This design comes from an exercise in tuning for small area on the open sky130 flow, not from production work.
Function was checked by simulation only, so behaviour that the tests miss may differ from the original.
Power figures rest on the tool's default switching activity, not on a simulated workload.

`design/flow/flow/run.sh`:
```
#!/bin/bash
# The standard layout (the standard.sh, unchanged synthesis, floorplan,
# power grid and tap cells), with two settings passed to ORFS:
#  - port buffers use the smallest buffer cell, buf_1;
#  - the clock tree uses clkbuf_4 buffers on small sink clusters and no
#    dummy loads.
set -euo pipefail
export BUFFER_PORTS_ARGS="-buffer_cell sky130_fd_sc_hd__buf_1"
export CTS_ARGS="-sink_clustering_enable -repair_clock_nets -dont_use_dummy_load -buf_list sky130_fd_sc_hd__clkbuf_4 -sink_clustering_size 10 -sink_clustering_max_diameter 40"
bash standard.sh > standard.log 2>&1
```
`design/flow/config.mk`:
```
export PLATFORM = sky130hd
export DESIGN_NAME = io_architecture
export DESIGN_NICKNAME = io_architecture
export VERILOG_FILES = /design/flow/design.v
export SDC_FILE = /design/flow/constraint.sdc
export NUM_CORES = 4
export LEC_CHECK = 0
export CAP_MARGIN = 20
export CORE_MARGIN = 2
export CORE_UTILIZATION = 50
export SLEW_MARGIN = 20
export SYNTH_HIERARCHICAL = 1
export SYNTH_MINIMUM_KEEP_SIZE = 0
```
`design/flow/standard.sh`:
```
#!/bin/bash
# synth_recipe.tcl (not shown) runs the flow's synth.tcl, then flattens the netlist and writes it again
# the make line also repeats each setting of config.mk as NAME=value (left out here)
make -C /OpenROAD-flow-scripts/flow DESIGN_CONFIG=/design/flow/config.mk WORK_HOME=/design/flow/orfs CLKGATE_MAP_FILE= SYNTH_SCRIPT=/design/flow/synth_recipe.tcl "${@:-finish}"
```
`design/flow/constraint.sdc`:
```
create_clock -name core_clock -period 5.0 [get_ports {CLK}]
set_input_delay 1.0000 -clock core_clock [delete_from_list [all_inputs] [get_ports {CLK}]]
set_output_delay 1.0000 -clock core_clock [all_outputs]
set_load 0.01 [all_outputs]
```
`design/flow/design.v`:
```
module io_word8 (
    input            clk,
    input            we,
    input            wen,
    input      [7:0] d,
    output reg [7:0] q
);
always @(posedge clk)
    q <= (d & {8{we}}) | (q & {8{wen}});
endmodule
module io_word8r (
    input            clk,
    input            rst,
    input            we,
    input            wen,
    input      [7:0] d,
    output reg [7:0] q
);
always @(posedge clk or posedge rst)
    if (rst) q <= 8'h00;
    else     q <= (d & {8{we}}) | (q & {8{wen}});
endmodule
module io_reg8r (
    input            clk,
    input            rst,
    input      [7:0] d,
    output reg [7:0] q
);
always @(posedge clk or posedge rst)
    if (rst) q <= 8'h00;
    else     q <= d;
endmodule
module io_wsel (
    input  la,     
    input  la_n,   
    input  hw,     
    input  hw_n,   
    input  hr_n,   
    output we,
    output wen,
    output rs
);
assign we  = ~(la_n | hw_n);
assign wen = ~(la & hw);
assign rs  = ~(la_n | hr_n);
endmodule
module io_sel3 (
    input  [2:0] s,
    input  [7:0] a0,
    input  [7:0] a1,
    input  [7:0] a2,
    output [7:0] yn
);
assign yn = ~((a0 & {8{s[0]}}) | (a1 & {8{s[1]}}) | (a2 & {8{s[2]}}));
endmodule
module io_inv #(parameter N = 8) (
    input  [N-1:0] a,
    output [N-1:0] y
);
assign y = ~a;
endmodule
module io_pre2 (
    input  [1:0] a,
    input  [1:0] an,
    output [3:0] y,
    output [3:0] yn
);
assign y  = {~(an[1] | an[0]), ~(an[1] | a[0]), ~(a[1] | an[0]), ~(a[1] | a[0])};
assign yn = {~(a[1] & a[0]), ~(a[1] & an[0]), ~(an[1] & a[0]), ~(an[1] & an[0])};
endmodule
module io_pre2en (
    input        en,
    input  [1:0] a,
    input  [1:0] an,
    output [3:0] yn
);
assign yn = {~(en & a[1] & a[0]), ~(en & a[1] & an[0]), ~(en & an[1] & a[0]), ~(en & an[1] & an[0])};
endmodule
module io_pre3en (
    input        en,
    input  [2:0] a,
    input  [2:0] an,
    output [7:0] yn
);
genvar k;
generate for (k = 0; k < 8; k = k + 1) begin : g
    assign yn[k] = ~(en & (k[2] ? a[2] : an[2]) & (k[1] ? a[1] : an[1]) & (k[0] ? a[0] : an[0]));
end endgenerate
endmodule
module io_or5s2 (
    input  [7:0] n0, n1, n2, n3, n4,
    input  [1:0] s,
    input  [7:0] a0,
    input  [7:0] a1,
    output [7:0] y
);
assign y = ~(n0 & n1 & n2 & n3 & n4) | (a0 & {8{s[0]}}) | (a1 & {8{s[1]}});
endmodule
module io_or11 (
    input  [7:0] n0, n1, n2, n3, n4, n5, n6, n7, n8, n9, n10,
    output [7:0] y
);
assign y = ~(n0 & n1 & n2 & n3 & n4 & n5 & n6 & n7 & n8 & n9 & n10);
endmodule
module io_architecture(
    input CLK, RESET,  
    input [7:0] DATA_IN,  
    input [7:0] IO_ADDR,  
    input [7:0] MEM_ADDR,  
    input [7:0] DMA_DATA,  
    input PIO_READ, PIO_WRITE,  
    input DMA_REQUEST, DMA_ACK,  
    output [7:0] DATA_OUT,  
    output [7:0] MEM_OUT,  
    output reg PIO_STATUS,  
    output reg DMA_STATUS  
);
wire pio_in  = (IO_ADDR[7:4] == 4'd0);           
wire pio_wr  = PIO_WRITE & pio_in & ~RESET;               
wire pio_rd  = ~PIO_WRITE & PIO_READ;             
wire pio_rds = pio_rd & pio_in;                   
wire [7:0] pan;
wire [3:0] pla, pla_n, phw, phw_n, phr_n;
io_inv #(8) pinv (.a({phw_n, IO_ADDR[3:0]}), .y({phw, pan[3:0]}));
io_pre2   ppl  (.a(IO_ADDR[1:0]), .an(pan[1:0]), .y(pla), .yn(pla_n));
io_pre2en pphw (.en(pio_wr),  .a(IO_ADDR[3:2]), .an(pan[3:2]), .yn(phw_n));
io_pre2en pphr (.en(pio_rds), .a(IO_ADDR[3:2]), .an(pan[3:2]), .yn(phr_n));
genvar i;
wire [15:0] pio_we, pio_wen, pio_rs;
wire [7:0]  io_q [15:0];
generate for (i = 0; i < 16; i = i + 1) begin : pio
    io_wsel sel (.la(pla[i%4]), .la_n(pla_n[i%4]), .hw(phw[i/4]), .hw_n(phw_n[i/4]), .hr_n(phr_n[i/4]),
                 .we(pio_we[i]), .wen(pio_wen[i]), .rs(pio_rs[i]));
    io_word8 dev (.clk(CLK), .we(pio_we[i]), .wen(pio_wen[i]), .d(DATA_IN), .q(io_q[i]));
end endgenerate
wire [7:0] pio_n0, pio_n1, pio_n2, pio_n3, pio_n4;
io_sel3 prd0 (.s(pio_rs[2:0]),   .a0(io_q[0]),  .a1(io_q[1]),  .a2(io_q[2]),  .yn(pio_n0));
io_sel3 prd1 (.s(pio_rs[5:3]),   .a0(io_q[3]),  .a1(io_q[4]),  .a2(io_q[5]),  .yn(pio_n1));
io_sel3 prd2 (.s(pio_rs[8:6]),   .a0(io_q[6]),  .a1(io_q[7]),  .a2(io_q[8]),  .yn(pio_n2));
io_sel3 prd3 (.s(pio_rs[11:9]),  .a0(io_q[9]),  .a1(io_q[10]), .a2(io_q[11]), .yn(pio_n3));
io_sel3 prd4 (.s(pio_rs[14:12]), .a0(io_q[12]), .a1(io_q[13]), .a2(io_q[14]), .yn(pio_n4));
wire [7:0] pio_d;
io_or5s2 prdo (.n0(pio_n0), .n1(pio_n1), .n2(pio_n2), .n3(pio_n3), .n4(pio_n4),
               .s({~pio_rd, pio_rs[15]}), .a0(io_q[15]), .a1(DATA_OUT), .y(pio_d));
io_reg8r dout (.clk(CLK), .rst(RESET), .d(pio_d), .q(DATA_OUT));
always @(posedge CLK or posedge RESET)
    if (RESET) PIO_STATUS <= 1'b0;
    else       PIO_STATUS <= PIO_WRITE | PIO_READ;
wire dma_in  = (MEM_ADDR[7:5] == 3'd0);           
wire dma_req = DMA_REQUEST & ~DMA_ACK;            
wire dma_wr  = dma_req & dma_in & ~RESET;                 
wire dma_rds = DMA_ACK & dma_in;                  
wire [7:0] dma_buffer;
io_word8r dbuf (.clk(CLK), .rst(RESET), .we(dma_req), .wen(~dma_req), .d(DMA_DATA), .q(dma_buffer));
wire [4:0] man;
wire [3:0] mla, mla_n;
wire [7:0] mhw, mhw_n, mhr_n;
io_inv #(13) minv (.a({mhw_n, MEM_ADDR[4:0]}), .y({mhw, man}));
io_pre2   mpl   (.a(MEM_ADDR[1:0]), .an(man[1:0]), .y(mla), .yn(mla_n));
io_pre3en mphw  (.en(dma_wr),  .a(MEM_ADDR[4:2]), .an(man[4:2]), .yn(mhw_n));
io_pre3en mphr  (.en(dma_rds), .a(MEM_ADDR[4:2]), .an(man[4:2]), .yn(mhr_n));
wire [31:0] mem_we, mem_wen, mem_rs;
wire [7:0]  mem_q [31:0];
generate for (i = 0; i < 32; i = i + 1) begin : mem
    io_wsel sel (.la(mla[i%4]), .la_n(mla_n[i%4]), .hw(mhw[i/4]), .hw_n(mhw_n[i/4]), .hr_n(mhr_n[i/4]),
                 .we(mem_we[i]), .wen(mem_wen[i]), .rs(mem_rs[i]));
    io_word8 word (.clk(CLK), .we(mem_we[i]), .wen(mem_wen[i]), .d(dma_buffer), .q(mem_q[i]));
end endgenerate
wire [7:0] dma_n [10:0];
generate for (i = 0; i < 10; i = i + 1) begin : mrd
    io_sel3 s (.s(mem_rs[3*i+2:3*i]), .a0(mem_q[3*i]), .a1(mem_q[3*i+1]), .a2(mem_q[3*i+2]), .yn(dma_n[i]));
end endgenerate
io_sel3 mrd10 (.s({~DMA_ACK, mem_rs[31:30]}), .a0(mem_q[30]), .a1(mem_q[31]), .a2(MEM_OUT), .yn(dma_n[10]));
wire [7:0] mem_d;
io_or11 mrdo (.n0(dma_n[0]), .n1(dma_n[1]), .n2(dma_n[2]), .n3(dma_n[3]), .n4(dma_n[4]), .n5(dma_n[5]),
              .n6(dma_n[6]), .n7(dma_n[7]), .n8(dma_n[8]), .n9(dma_n[9]), .n10(dma_n[10]), .y(mem_d));
io_reg8r mout (.clk(CLK), .rst(RESET), .d(mem_d), .q(MEM_OUT));
always @(posedge CLK or posedge RESET)
    if (RESET) DMA_STATUS <= 1'b0;
    else       DMA_STATUS <= dma_req;
endmodule
```
==> metrics.cfg, run 1 <==
[setup_path]
r2r-start=mem[12].word.q[4]
cp_data_arrival_time_ns=3.71
r2r_slack_ns=3.20
crit_fanout=8
crit_chain=buf_1, or3_1, nor2_1, nand4_1, nor2_1, a222oi_1, nand4_1, or3_1
rr_endpoint=mout.q[4]
rr_worst_depth=3
max_stage_delay_ns=0.61
critPathRequiredTime_ns=5.70
end_kind=register
worstSetupPathType=in2reg
critPathLaunch=MEM_ADDR[6]
cp-start-kind=input pin
cp-endpoint=mout.q[3]
critPathSlowestCell=nor2_1

[timing]
hold_violations=0
worst_pin_slew_ns=1.170
final_max_slew_viol_count=0
final.min_clock_period_ns=3.009
setup_tns_ns=0
fin_ws_ns=1.991
rsz0062_at_grt=no
skew_ns=0.07535
slew_headroom_pct=21.68
fmax_mhz=332.3
setup_viol=0
finalCritPeriodShare_pct=60.18

[global_routing]
grt-ovfl-total=0
grt_pass1_vias=11380
antenna_found_initial=1
grt_pass1_wl_um=69230
track_usage_pct=28.20
grt_start_max_net_pins=34

[synthesis]
synth-adder-area-share_pct=0
syn-num-nets=1386
seq_area_frac_synth_pct=54.34
synthSimpleGateAreaFrac_pct=7.249
synthXorXnorAreaFrac_pct=0
ys_types=19
yosysTopAreaCell=dfxtp_1
synth-compound-area-share_pct=31.18
ys_warn_count=10
synthMuxAreaShare_pct=0
synth_area_um2=15340
synth_top_family_by_area=compound AO/OA/AOI/OAI gates
synthCells=1348
synth-seq-cells=410
synth.top_cell.area_share_pct=50.10
postSynthAreaPerCell_um2=11.38
netlist_top_cells_area=dfxtp_1 (50%), a22o_1 (23%), a222oi_1 (8.3%)

[route]
vias_per_cell=6.901
antenna_left=0
wl_um=45450
drtIter0Drc=1710
routedWlPerCell_um=26.29
firstDrtPassIters=10
num_vias=11930
drc=0

[power]
ir_worst_vdd_uv=186.4
p_per_area_nw_per_um2=332.3
p_leak_uw=0.005953

[placement]
portBuffers=55
hpwl_um=30320
globalplace.congestion=0.8773
placed_area_um2=15130
place_ws_ns=1.294

[layout]
final_util_pct=51.01
final_cell_mix=a22o_1 (400), dfxtp_1 (384), a222oi_1 (128)
layout.nets=1372
mostFrequentLayoutCell=a22o_1
synthToLayoutAreaGrowth_pct=1.149
regArea_um2=8338
n_fill_cell=2790
drive_gt1_share_pct=5.105
fin_area_um2=15520
multi_input_area_um2=5904

[clock_tree]
tritoncts=yes
clkSlewWorstSetupHoldPaths_ns=0.11
cts_hold_buf=0
post-cts-setup-buffers=0
clock_path_buffers=3
clkLatencyLatePin_ns=0.77
cts-root-buf=clkbuf_4
cts.sinks=410
cts_buffers=51
cts_max_level=2
cts_resized=0

[die]
die_w_um=179.2
ios=56
start_util_pct=50.43
rows=64
die_y_um=179.2
die_area_um2=32110
core_um2=30430

[outcome]
outcome=no timing/DRC/antenna violations

[worst_hold_path]
hp-class=in2async

[flow_run]
max_cap_violations=0

-- worst min-delay path by stage --
stage,cells past startpoint,startpoint,slack (ns),to
after floorplan,1,pio[10].dev.q[0],0.44,pio[10].dev.q[0]
after global placement,1,mem[28].word.q[0],0.45,mem[28].word.q[0]
after detailed placement,1,pio[0].dev.q[5],0.45,pio[0].dev.q[5]
after CTS,3,RESET,0.29,mout.q[1]
after global routing,3,RESET,0.30,DMA_STATUS
final,3,RESET,0.36,mout.q[1]
-- worst max-delay path: cells and delay by family --
| kind | cells | cell delay, ns |
|---|---|---|
| buffers and inverters | 1 | 0.06 |
| AND/OR/NAND/NOR | 6 | 2.34 |
| AO/OA/AOI/OAI | 1 | 0.29 |
-- modules after synthesis, one instance, submodules excluded, excerpt --
module           flops+latches  area, µm²  cells inside  copies in the design
io_architecture              2      122.6            14                     1
io_wsel                      0      11.26             3                    48
io_reg8r                     8      203.9             9                     2
io_word8                     8      246.5            18                    48
io_or5s2                     0      212.7            34                     1
io_word8r                    8      296.5            19                     1
io_pre3en                    0      61.31             9                     2
io_or11                      0      190.2            32                     1
io_sel3                      0      90.09            10                    16
io_pre2en                    0      20.02             4                     2
-- cell usage after synthesis --
library cell / instances
a22o_1: 400
dfxtp_1: 384
a222oi_1: 128
nor2_1: 106
nand2_1: 64
buf_6: 54
buf_2: 48
clkbuf_2: 32
nand4_1: 32
inv_1: 27
dfrtp_1: 26
nand3_1: 24
or3_1: 17
nand2b_1: 1
nor2b_1: 1
nor3_1: 1
nor3b_2: 1
or2_2: 1
or4_4: 1
-- state kept, by name, indices dropped and copies added, names as in the netlist --
| signal | flops |
|---|---|
| DMA_STATUS | 1 |
| PIO_STATUS | 1 |
| dbuf.q | 8 |
| dout.q | 8 |
| mem.word.q | 256 |
| mout.q | 8 |
| pio.dev.q | 128 |
-- metrics by stage --
stage,hold WS (ns),std cells,power (µW)
6_report,0.3604,1729,5158
5_1_grt,0.3000,1729,5353
4_1_cts,0.2876,1728,5203
3_5_place_dp,0.4531,1677,3727
3_3_place_gp,0.4512,1677,3728
2_1_floorplan,0.4388,1348,3563
-- kinds of logic after synthesis --
| logic type | after synthesis |
|---|---|
| AOI/OAI and AO/OA | 528 |
| DFF | 410 |
| and+or+nand+nor | 249 |
| buffers and inverters | 161 |
-- per-layer routing --
metal  vias up  GRT usage (%)  routed length [µm]
met1      5869          37.09               19350
met3       146          4.580                3177
met2       579          46.12               20940
met4         0          11.73                1982
li1       5338              -                   -
met5         -              0                   0
-- cell type report --
| cell class | instances | area share [%] |
|---|---|---|
| multi-input cells | 777 | 38.04 |
| clock buffers | 51 | 2.467 |
| diodes | 1 | 0.01612 |
| inverters | 27 | 0.6530 |
| repair buffers | 67 | 1.911 |
| flip-flops and latches | 410 | 53.72 |
| well taps | 396 | 3.192 |
-- power breakdown --
group          total (µW)  switching (µW)  internal, µW
clock                1500            1030           467
sequential           3390            60.0          3330
combinational         269             204          64.7
total                5160            1290          3860
==> run 2, diff against run 1 <==
--- a/design/flow/design.v
+++ b/design/flow/design.v
@@ -103,2 +103,32 @@
 assign y = ~(n0 & n1 & n2 & n3 & n4 & n5 & n6 & n7 & n8 & n9 & n10);
+endmodule
+module io_ctl (
+    input  [3:0] io_hi,      
+    input  [2:0] mem_hi,     
+    input        pio_write,
+    input        pio_read,
+    input        dma_request,
+    input        dma_ack,
+    input        reset,
+    output       pio_wr,     
+    output       pio_rds,    
+    output       pio_hold,   
+    output       pio_st,     
+    output       dma_req,    
+    output       dma_reqn,
+    output       dma_wr,     
+    output       dma_rds,    
+    output       dma_hold    
+);
+wire pio_in = ~|io_hi;
+wire dma_in = ~|mem_hi;
+assign pio_wr   = pio_write & pio_in & ~reset;
+assign pio_hold = pio_write | ~pio_read;
+assign pio_rds  = ~pio_hold & pio_in;
+assign pio_st   = pio_write | pio_read;
+assign dma_req  = dma_request & ~dma_ack;
+assign dma_reqn = ~dma_req;
+assign dma_wr   = dma_req & dma_in & ~reset;
+assign dma_rds  = dma_ack & dma_in;
+assign dma_hold = ~dma_ack;
 endmodule
@@ -117,6 +147,7 @@
 );
-wire pio_in  = (IO_ADDR[7:4] == 4'd0);           
-wire pio_wr  = PIO_WRITE & pio_in & ~RESET;               
-wire pio_rd  = ~PIO_WRITE & PIO_READ;             
-wire pio_rds = pio_rd & pio_in;                   
+wire pio_wr, pio_rds, pio_hold, pio_st, dma_req, dma_reqn, dma_wr, dma_rds, dma_hold;
+io_ctl ctl (.io_hi(IO_ADDR[7:4]), .mem_hi(MEM_ADDR[7:5]), .pio_write(PIO_WRITE), .pio_read(PIO_READ),
+            .dma_request(DMA_REQUEST), .dma_ack(DMA_ACK), .reset(RESET),
+            .pio_wr(pio_wr), .pio_rds(pio_rds), .pio_hold(pio_hold), .pio_st(pio_st),
+            .dma_req(dma_req), .dma_reqn(dma_reqn), .dma_wr(dma_wr), .dma_rds(dma_rds), .dma_hold(dma_hold));
 wire [7:0] pan;
@@ -143,3 +174,3 @@
 io_or5s2 prdo (.n0(pio_n0), .n1(pio_n1), .n2(pio_n2), .n3(pio_n3), .n4(pio_n4),
-               .s({~pio_rd, pio_rs[15]}), .a0(io_q[15]), .a1(DATA_OUT), .y(pio_d));
+               .s({pio_hold, pio_rs[15]}), .a0(io_q[15]), .a1(DATA_OUT), .y(pio_d));
 io_reg8r dout (.clk(CLK), .rst(RESET), .d(pio_d), .q(DATA_OUT));
@@ -147,9 +178,5 @@
     if (RESET) PIO_STATUS <= 1'b0;
-    else       PIO_STATUS <= PIO_WRITE | PIO_READ;
-wire dma_in  = (MEM_ADDR[7:5] == 3'd0);           
-wire dma_req = DMA_REQUEST & ~DMA_ACK;            
-wire dma_wr  = dma_req & dma_in & ~RESET;                 
-wire dma_rds = DMA_ACK & dma_in;                  
+    else       PIO_STATUS <= pio_st;
 wire [7:0] dma_buffer;
-io_word8r dbuf (.clk(CLK), .rst(RESET), .we(dma_req), .wen(~dma_req), .d(DMA_DATA), .q(dma_buffer));
+io_word8r dbuf (.clk(CLK), .rst(RESET), .we(dma_req), .wen(dma_reqn), .d(DMA_DATA), .q(dma_buffer));
 wire [4:0] man;
@@ -172,3 +199,3 @@
 end endgenerate
-io_sel3 mrd10 (.s({~DMA_ACK, mem_rs[31:30]}), .a0(mem_q[30]), .a1(mem_q[31]), .a2(MEM_OUT), .yn(dma_n[10]));
+io_sel3 mrd10 (.s({dma_hold, mem_rs[31:30]}), .a0(mem_q[30]), .a1(mem_q[31]), .a2(MEM_OUT), .yn(dma_n[10]));
 wire [7:0] mem_d;
--- a/design/flow/config.mk
+++ b/design/flow/config.mk
@@ -7,6 +7,6 @@
 export LEC_CHECK = 0
-export CAP_MARGIN = 20
+export CAP_MARGIN = 5
 export CORE_MARGIN = 2
-export CORE_UTILIZATION = 50
-export SLEW_MARGIN = 20
+export CORE_UTILIZATION = 60
+export SLEW_MARGIN = 5
 export SYNTH_HIERARCHICAL = 1
==> run 2 against run 1 <==
  * Still clean on timing, DRC and antenna
  * Flip-flop and latch count unchanged
  * Largest cell class unchanged
  * Area after synthesis unchanged
  * Worst setup slack better by 0.033 ns
  * First-iteration DRC count rose by 12%
==> metrics.cfg, run 2 <==
[synthesis]
synthCells=1348
synth.top_cell.area_share_pct=50.10
yosys.cell_count.top_type=a22o_1
netlist_top_cells_area=dfxtp_1 (50%), a22o_1 (23%), a222oi_1 (8.3%)
ys.flop_type=dfxtp_1
seq_area_frac_synth_pct=54.34
yosysTopAreaCell=dfxtp_1
async_flop_share_pct=6.341
synth-seq-cells=410
ys_warn_count=10
synth_common_cells=a22o_1 (400), dfxtp_1 (384), a222oi_1 (128)
synth_edf_count=0
postSynthAreaPerCell_um2=11.38
syn-num-nets=1386
ys_types=19
synth_area_um2=15340

[route]
wl_um=43560
wl_met1_um=18470
firstDrtPassIters=10
top_layer=met4
routedWlPerCell_um=26.18
antenna_left=0
wl_met3_um=3867
vias_per_cell=7.141
drc=0
wl_met2_um=19080
num_vias=11880
drtIter0Drc=1916

[setup_path]
cp_data_arrival_time_ns=3.64
crit_buf_inv=1
critPathRequiredTime_ns=5.67
cp-start-kind=input pin
critPathSlowestCell=nor2_1
cp_top_family=simple AND/OR/NAND/NOR gates
rr_worst_depth=3
crit_chain=buf_1, or3_1, nor2_1, nand4_1, nor2_1, a222oi_1, nand3_1, or3_1
max_stage_delay_ns=0.61
worstSetupPathType=in2reg
end_kind=register
crit_fanout=8
path_depth=8

[timing]
slew_headroom_pct=26.32
worst_pin_slew_ns=1.101
skew_ns=0.05613
final_max_slew_viol_count=0
timing.hold.ws_ns=0.3267
final.min_clock_period_ns=2.976
rsz0062_at_grt=no
hold_violations=0
setup_viol=0
fmax_mhz=336.0
setup_tns_ns=0
finalCritPeriodShare_pct=59.52

[clock_tree]
clock_path_buffers=3
cts_buffers=52
cts-root-buf=clkbuf_4
cts_max_level=2
clkLatencyLatePin_ns=0.71
clkSlewWorstSetupHoldPaths_ns=0.10
cts_hold_buf=0
cts_resized=0
tritoncts=yes
post-cts-setup-buffers=0
cts.sinks=410

[layout]
drive_gt1_share_pct=4.955
mostFrequentLayoutCell=a22o_1
largest_register_ff_count=256
final_cell_mix=a22o_1 (400), dfxtp_1 (384), a222oi_1 (128)
largest_register=mem.word.q
synthToLayoutAreaGrowth_pct=0.5792
layout.nets=1372
top_regs=mem.word.q x256, pio.dev.q x128
final_util_pct=61.29

[power]
p_per_area_nw_per_um2=333.7
p_leak_uw=0.005953
finalPower_uw=5150
ir_worst_vdd_uv=203.8

[die]
die_y_um=163.9
rows=58
die_w_um=163.9
ios=56
start_util_pct=60.94
die_area_um2=26870
core_um2=25180

[global_routing]
grt_pass1_wl_um=67230
grt-ovfl-total=0
antenna_found_initial=1
track_usage_pct=32.13
grt_start_max_net_pins=34
grt_pass1_vias=11130

[placement]
hpwl_um=28860
globalplace.congestion=0.9546
portBuffers=55

[flow_run]
max_cap_violations=0

[worst_hold_path]
hp-class=in2async

[outcome]
outcome=no timing/DRC/antenna violations

[run 2: Yosys stat by module (local to each module, per instance), excerpt]
| module | cells inside | cell area, µm² | copies in the design |
|---|---|---|---|
| io_architecture | 3 | 53.80 | 1 |
| io_or5s2 | 34 | 212.7 | 1 |
| io_pre2 | 8 | 30.03 | 2 |
| io_pre2en | 4 | 20.02 | 2 |
| io_sel3 | 10 | 90.09 | 16 |
| io_word8 | 18 | 246.5 | 48 |
| io_word8r | 19 | 296.5 | 1 |
[run 2: final timing paths]
path,start,to,slack [ns]
worst max-delay path,MEM_ADDR[6],mout.q[0],2.02
worst min-delay path,RESET,DMA_STATUS,0.33
worst max register to register,mem[0].word.q[6],mout.q[6],3.34
worst min register to register,pio[15].dev.q[5],pio[15].dev.q[5],0.48
max in group asynchronous,RESET,mout.q[3],4.29
min in group core_clock,pio[15].dev.q[5],pio[15].dev.q[5],0.48
[run 2: worst register-to-register path, stage by stage (launching register included)]
cell      delay (ns)
dfxtp_1         0.34
a222oi_1        0.65
nand4_1         0.15
or3_1           0.40
[run 2: layout make-up]
cell class / count / area (µm²)
diodes: 2 / 5.005
clock buffers: 52 / 390.4
fillers: 2084 / 9748
inverters: 27 / 101.3
multi-input cells: 777 / 5897
flip-flops and latches: 410 / 8338
well taps: 330 / 412.9
repair buffers: 66 / 289.0
[run 2: where the power goes]
part	internal [µW]	total [µW]	switching, µW	leakage (µW)
Sequential	3330	3370	38.1	0.00344
Combinational	63.7	280	216	0.00227
Clock	477	1500	1020	0.000239
[run 2: layer usage]
layer,vias to the layer above,global-route usage [%]
met4,0,14.63
met5,-,0
li1,5332,-
met3,154,5.379
met1,5676,44.56
met2,720,49.33
[run 2: metrics by stage]
stage | area (µm²) | worst slack (ns) | cells
finish | 15430 | 2.024 | 1664
global route | 15430 | 1.916 | 1664
CTS | 15430 | 2.178 | 1662
detailed placement | 15040 | 1.426 | 1610
global placement | 15040 | 1.470 | 1610
floorplan | 15340 | 2.418 | 1348
[run 2: logic make-up (layout without fill, tap and decap cells)]
kind of cell    Yosys count  after routing  synth area share, %
simple gates            249            249                7.249
buf+inv                 161            145                7.233
flops                   410            410                54.34
compound gates          528            528                31.18
other cells               0              2                    0
==> run 3, diff against run 2 <==
--- a/design/flow/config.mk
+++ b/design/flow/config.mk
@@ -9,3 +9,3 @@
 export CORE_MARGIN = 2
-export CORE_UTILIZATION = 60
+export CORE_UTILIZATION = 70
 export SLEW_MARGIN = 5
==> run 3 against run 2 <==
  * Final area shrank 0.52%
  * First-iteration DRC count grew 4.5%
  * Fmax shrank 3.5%
  * Wire length shrank 0.25%
  * Final cell count shrank 3.2%
  * Global-route usage grew 4.1 points
  * Non-clock buffer count shrank 1
  * Critical path depth shrank 1
  * Worst setup slack lost 0.11 ns
  * Area after synthesis is the same
  * Flip-flop and latch count is the same
  * Largest power group unchanged
==> metrics.cfg, run 3 <==
[setup_path]
crit_buf_inv=2
cp_top_family=simple AND/OR/NAND/NOR gates
end_kind=register
worstSetupPathType=in2reg
max_stage_delay_ns=0.63
rr_endpoint=mout.q[6]
crit_fanout=16
critPathRequiredTime_ns=5.52
critPathSlowestCell=nand2_1
rr_worst_depth=3
cp_data_arrival_time_ns=3.60
r2r_slack_ns=3.02
crit_chain=buf_1, inv_1, nand2_1, nor2_1, a222oi_1, nand4_1, or3_1
cp-start-kind=input pin
r2r-start=mout.q[6]

[synthesis]
netlist_top_cells_area=dfxtp_1 (50%), a22o_1 (23%), a222oi_1 (8.3%)
seq_area_frac_synth_pct=54.34
async_flop_share_pct=6.341
synth-adder-area-share_pct=0
yosys.cell_count.top_type=a22o_1
ys.flop_type=dfxtp_1
ys_warn_count=10
synth-seq-cells=410
synth_edf_count=0
synthXorXnorAreaFrac_pct=0
syn-num-nets=1386
synthMuxAreaShare_pct=0
synthSimpleGateAreaFrac_pct=7.249
synth_area_um2=15340
yosysTopAreaCell=dfxtp_1
ys_types=19
synth_common_cells=a22o_1 (400), dfxtp_1 (384), a222oi_1 (128)
synth_top_family_by_area=compound AO/OA/AOI/OAI gates
synth-compound-area-share_pct=31.18
postSynthAreaPerCell_um2=11.38
synthCells=1348
synth.top_cell.area_share_pct=50.10

[clock_tree]
clkSlewWorstSetupHoldPaths_ns=0.10
cts_max_level=2
tritoncts=yes
cts.sinks=410
cts_resized=0
cts_buffers=51
post-cts-setup-buffers=0
clkLatencyLatePin_ns=0.71
cts_hold_buf=0
clock_path_buffers=3
cts-root-buf=clkbuf_4

[layout]
regArea_um2=8338
largest_register=mem.word.q
mostFrequentLayoutCell=a22o_1
drive_gt1_share_pct=4.812
layout.nets=1370
multi_input_area_um2=5897
final_cell_mix=a22o_1 (400), dfxtp_1 (384), a222oi_1 (128)
final_util_pct=70.79
n_fill_cell=1659
top_regs=mem.word.q x256, pio.dev.q x128
final_cells=1611
largest_register_ff_count=256
synthToLayoutAreaGrowth_pct=0.05724

[placement]
globalplace.congestion=0.9819
hpwl_um=30040
dp.cells=1559
portBuffers=55

[die]
ios=56
die_w_um=152.1
start_util_pct=70.75
core_um2=21690
rows=54
die_y_um=152.1
die_area_um2=23120

[timing]
final_max_slew_viol_count=0
setup_tns_ns=0
rsz0062_at_grt=no
worst_pin_slew_ns=1.154
final.min_clock_period_ns=3.084
skew_ns=0.06961
finalCritPeriodShare_pct=61.67
hold_violations=0
fmax_mhz=324.3
timing.hold.ws_ns=0.3820
slew_headroom_pct=23.07
setup_viol=0

[power]
ir_worst_vdd_uv=235.1
finalPower_uw=5119
p_leak_uw=0.005944
p_per_area_nw_per_um2=333.4

[global_routing]
track_usage_pct=36.19
grt_pass1_wl_um=66830
grt_start_max_net_pins=33
grt_pass1_vias=11360
antenna_found_initial=1
grt-ovfl-total=0

[flow_run]
max_cap_violations=0

[route]
vias_per_cell=7.584
drc=0
drtIter0Drc=2003
firstDrtPassIters=10
routedWlPerCell_um=26.97
num_vias=12220
wl_um=43450
antenna_left=0

[outcome]
outcome=no timing/DRC/antenna violations

[worst_hold_path]
hp-class=in2async

-- run 3: cell counts after synthesis --
Identical to the previous run, type by type.
-- run 3: layer usage --
| layer | global-route usage, % | vias up | wire (µm) |
|---|---|---|---|
| met1 | 48.10 | 5869 | 17000 |
| met2 | 57.57 | 839 | 19560 |
| met3 | 6.275 | 182 | 4268 |
| li1 | - | 5328 | - |
| met4 | 18.07 | 0 | 2618 |
| met5 | 0 | - | 0 |
-- run 3: logic make-up (layout without fill, tap and decap cells) --
| group | count (synthesis) | after routing |
|---|---|---|
| simple gates | 249 | 249 |
| other cells | 0 | 1 |
| flops | 410 | 410 |
| buf+inv | 161 | 143 |
| compound gates | 528 | 528 |
-- run 3: cell type report --
class | count | area share (%)
flip-flops and latches | 410 | 54.31
well taps | 280 | 2.282
inverters | 27 | 0.6601
diodes | 1 | 0.01630
repair buffers | 65 | 1.834
multi-input cells | 777 | 38.41
clock buffers | 51 | 2.494
-- run 3: modules after synthesis, one instance, submodules excluded, excerpt --
module	cell area [µm²]	copies in the design
io_pre3en	61.31	2
io_ctl	68.82	1
io_word8r	296.5	1
io_or5s2	212.7	1
io_pre2en	20.02	2
io_wsel	11.26	48
io_sel3	90.09	16
io_word8	246.5	48
io_pre2	30.03	2
io_or11	190.2	1
io_architecture	53.80	1
io_reg8r	203.9	2
-- run 3: worst max-delay path by stage --
stage | startpoint | endpoint | slack (ns) | depth (start not counted)
2_1_floorplan | IO_ADDR[7] | pio[0].dev.q[0] | 2.42 | 7
3_3_place_gp | MEM_ADDR[1] | mout.q[0] | 1.38 | 7
3_5_place_dp | MEM_ADDR[1] | mout.q[0] | 1.43 | 7
4_1_cts | MEM_ADDR[1] | mout.q[0] | 2.13 | 7
5_1_grt | DMA_ACK | mem[30].word.q[1] | 1.84 | 9
6_report | MEM_ADDR[1] | mout.q[0] | 1.92 | 7
-- run 3: through the flow --
stage	setup WS [ns]	instance area, µm²
after global routing	1.839	15350
after CTS	2.134	15350
after global placement	1.378	14970
after floorplan	2.418	15340
final	1.916	15350
after detailed placement	1.427	14970
-- run 3: where the power goes --
| part | switching, µW | internal, µW | total [µW] |
|---|---|---|---|
| sequential | 68.2 | 3330 | 3400 |
| combinational | 182 | 63.1 | 245 |
| clock | 1010 | 468 | 1470 |
| total | 1260 | 3860 | 5120 |
-- run 3: worst register-to-register path: cells and delay by family (launching register included) --
kind,cells,cell delay (ns)
flops,1,0.44
compound gates,1,0.77
simple gates,2,0.65

-- re-timing with driven ports --
In the flow no input, the clock included, has a driving cell. The finished layouts below were timed again as built, in two steps.
Step 1: set_driving_cell puts a clkbuf_16 on CLK and a buf_2 on each other input, an assumption about the parent block.
Step 2 adds t to the input delays and takes it off the output delays; t is the mean of the earliest and latest rising clock arrival at the registers after step 1. Input paths then give back, and output paths get back, about the clock's delay inside the block.
a / b / c = no drivers / after step 1 / after step 2; a / b = the first two.
| run | shift t [ns] | slack for setup (ns) | hold WS [ns] | worst setup path after step 2 | worst register clock-pin slew, ns |
|---|---|---|---|---|---|
| run 1 | 0.777 | 1.991 / 2.020 / 1.243 | 0.360 / 0.334 / 0.476 | input to register | 0.11 / 0.11 |
| run 2 | 0.726 | 2.024 / 2.048 / 1.322 | 0.327 / 0.299 / 0.475 | input to register | 0.11 / 0.11 |
| run 3 | 0.717 | 1.916 / 1.935 / 1.218 | 0.382 / 0.360 / 0.478 | input to register | 0.11 / 0.11 |
After both steps setup and hold are still met in every run listed. For run 1, which loses most, drivers alone change the setup slack by +0.029 ns; drivers and shift together by -0.748 ns.
